Background: an optimization exercise with open tools, aiming at small area and a short achievable clock period. Do not read the settings as production practice.
Function was checked by simulation only, so behaviour that the tests miss may differ from the original.

## oak
## fft
module fft(rst,s,x0,x1,x2,x3,x4,x5,x6,x7,real_out,img_out,clk);
For scale: about 11000 cells after synthesis, roughly 360 flip-flops, roughly 330 I/O pins.
export LEC_CHECK = 0
export ABC_AREA = 1
export CAP_MARGIN = 20
export CORE_MARGIN = 2
export CORE_UTILIZATION = 40
export SLEW_MARGIN = 20
create_clock -name core_clock -period 72.0 [get_ports {clk}]
standard.sh (not shown) runs the stock make flow with config.mk's settings and CLKGATE_MAP_FILE= SYNTH_SCRIPT=/design/flow/synth_recipe.tcl, a recipe that flattens the netlist after the stock synthesis.
==> flow/flow/run.sh <==
#!/bin/bash
export SETUP_SLACK_MARGIN=48
export BUFFER_PORTS_ARGS="-buffer_cell sky130_fd_sc_hd__buf_2"
bash standard.sh > standard.log 2>&1
oak: full flow OK, the timing, DRC and antenna checks passed
Here is what was changed in the inputs of pine compared with oak.
==> flow/flow/run.sh <==
#!/bin/bash
# The standard layout (standard.sh) with these changes:
#  - synthesis: the standard flow's synthesis script (synth_recipe.tcl, unchanged) runs
#    with ABC's area mapper (flow/abc_amap.script) in place of ORFS's abc_area.script, and without Yosys's extract_fa, so ABC maps the adders too. Registers are mapped before either step, so they
#    are the standard synthesis's;
#  - the timing repair steps (floorplan, CTS, global route) aim for a setup
#    slack of SETUP_SLACK_MARGIN ns; the SDC and clock period are unchanged;
#  - every input and output port gets a buf_2 as its buffer.
# Tool output: standard.log here, and ORFS's logs under orfs/logs.
set -e
W=$PWD
cat > $W/synth_own.tcl <<EOT
proc extract_fa {args} { puts "extract_fa skipped" }
proc abc {args} {
  set i [lsearch -exact \$args -script]
  if {\$i >= 0 && "abc_amap.script" ne ""} { lset args [expr {\$i + 1}] $W/flow/abc_amap.script }
  yosys abc {*}\$args
}
source $W/synth_recipe.tcl
EOT
sed -e "s|SYNTH_SCRIPT=[^ ]*|SYNTH_SCRIPT=$W/synth_own.tcl|" standard.sh > standard_own.sh
export SETUP_SLACK_MARGIN=44
export BUFFER_PORTS_ARGS="-buffer_cell sky130_fd_sc_hd__buf_2"
bash standard_own.sh > standard.log 2>&1
==> flow/flow/abc_amap.script (new file) <==
strash
balance
rewrite
refactor
balance
rewrite
rewrite -z
balance
refactor -z
rewrite -z
balance
dch
amap -m -F 2 -A 8
topo
stime -c
buffer -c
upsize -c
dnsize -c
Cells: pine has fewer instances than oak
Min hold slack across pine and oak: oak
Compared pine vs oak, and post-place instance area is down in pine.
> inputs changed (pine -> birch)
==> flow/flow/run.sh <==
#!/bin/bash
export SETUP_SLACK_MARGIN=49
export BUFFER_PORTS_ARGS="-buffer_cell sky130_fd_sc_hd__buf_2"
bash standard.sh > standard.log 2>&1
removed: flow/flow/abc_amap.script
Notes after the runs:
- Cell count, pine and birch: larger value in birch
- birch vs. pine: number of detailed-routing iterations run before antenna repair fell 1.
### birch -> maple
==> flow/flow/run.sh <==
#!/bin/bash
# The standard layout (standard.sh) with these changes:
#  - synthesis: the standard flow's synthesis script (synth_recipe.tcl, unchanged) runs
#    with ABC's area mapper (flow/abc_amap.script) in place of ORFS's abc_area.script, and without Yosys's extract_fa, so ABC maps the adders too. Registers are mapped before either step, so they
#    are the standard synthesis's;
#  - the timing repair steps (floorplan, CTS, global route) aim for a setup
#    slack of SETUP_SLACK_MARGIN ns; the SDC and clock period are unchanged;
#  - every input and output port gets a buf_2 as its buffer.
# Tool output: standard.log here, and ORFS's logs under orfs/logs.
set -e
W=$PWD
cat > $W/synth_own.tcl <<EOT
proc extract_fa {args} { puts "extract_fa skipped" }
proc abc {args} {
  set i [lsearch -exact \$args -script]
  if {\$i >= 0 && "abc_amap.script" ne ""} { lset args [expr {\$i + 1}] $W/flow/abc_amap.script }
  yosys abc {*}\$args
}
source $W/synth_recipe.tcl
EOT
sed -e "s|SYNTH_SCRIPT=[^ ]*|SYNTH_SCRIPT=$W/synth_own.tcl|" standard.sh > standard_own.sh
export SETUP_SLACK_MARGIN=48
export BUFFER_PORTS_ARGS="-buffer_cell sky130_fd_sc_hd__buf_2"
bash standard_own.sh > standard.log 2>&1
==> flow/flow/abc_amap.script (new file) <==
strash
dch
amap
topo
stime -c
buffer -c
upsize -c
dnsize -c
==> summary.txt <==
- No crash in maple: every stage finished, but the layout fails its final checks due to max-capacitance violations, max-slew violations.
- Compared with birch, maple shows share of the core filled with cells in the final layout higher by 19 points.
- Looking at total of plain and repair buffers excluding clock buffers across maple and birch, the one that comes out higher is maple.
- Diff birch -> maple | post-synthesis to final-layout area growth | increase of 46 points
- A timing endpoint of the critical path of img_out[30] is what birch shows, while real_out[30] belongs to maple.
- Against birch, maple comes in 23% lower on number of nets produced by synthesis.
- Compare maple and birch | share of cell area taken by multi-input logic gates lower: maple
- | adder and majority gate portion of the synthesized area | maple vs birch | 23 points lower |
- When maple is measured against birch, its minimum period implied by the final worst setup slack turns out 4.47 ns higher.
diff inputs: maple => cedar
==> flow/flow/run.sh <==
#!/bin/bash
# The standard layout (standard.sh) with three changes:
#  - synthesis maps the logic with ABC's area mapper: the standard flow's synthesis script
#    (synth_recipe.tcl, unchanged) runs with the ABC script flow/abc_amap.script
#    in place of ORFS's abc_area.script. Registers are mapped before ABC runs,
#    so they are the standard synthesis's;
#  - the timing repair steps (floorplan, CTS, global route) aim for a setup
#    slack of SETUP_SLACK_MARGIN ns; the SDC and clock period are unchanged;
#  - every input and output port gets a buf_2 as its buffer.
# Tool output: standard.log here, and ORFS's logs under orfs/logs.
set -e
W=$PWD
cat > $W/synth_abc.tcl <<EOT
proc abc {args} {
  set i [lsearch -exact \$args -script]
  if {\$i >= 0} { lset args [expr {\$i + 1}] $W/flow/abc_amap.script }
  yosys abc {*}\$args
}
source $W/synth_recipe.tcl
EOT
sed -e "s|SYNTH_SCRIPT=[^ ]*|SYNTH_SCRIPT=$W/synth_abc.tcl|" standard.sh > standard_abc.sh
export SETUP_SLACK_MARGIN=48
export BUFFER_PORTS_ARGS="-buffer_cell sky130_fd_sc_hd__buf_2"
bash standard_abc.sh > standard.log 2>&1
--- outcome ---
Status | cedar and maple | clean except maple. The run with more routed wire is maple, not cedar. In cedar, clock distribution area overhead in the final layout is higher than in maple. cedar vs maple — global-route usage dropped 7.3 points. On clock-pin slew reported for the worst setup and hold paths after clock tree synthesis, cedar and maple are neck and neck.

## re-timing with driven ports
No port has a modelled driver above. Below, the same layouts with a new extraction and two added sets of constraints. Step 1, drivers: a clkbuf_16 drives clk and a buf_2 each remaining input, both assumed. Step 2 times the ports against the registers' clock, not the clock port: input delays grow and output delays shrink by t, the midpoint of the rising clock arrivals with the driver on. Three values: ideal ports, drivers, drivers and shift; two values: the first two.
| run | t (ns) | setup slack, ns | worst data-port slew with drivers (ns) | cell pins on the clock port's net |
|---|---|---|---|---|
| oak | 0.665 | 48.406 / 48.341 / 47.981 | 0.14 | 1 |
| pine | 0.652 | 44.855 / 44.787 / 44.998 | 0.06 | 1 |
| birch | 0.685 | 48.901 / 48.832 / 48.894 | 0.09 | 1 |
| maple | 0.655 | 44.429 / 44.360 / 44.469 | 0.09 | 1 |
| cedar | 0.657 | 47.026 / 46.963 / 47.350 | 0.22 | 1 |
The setup slack of oak, which loses most, moves by -0.065 ns with the drivers and by -0.425 ns with both steps.
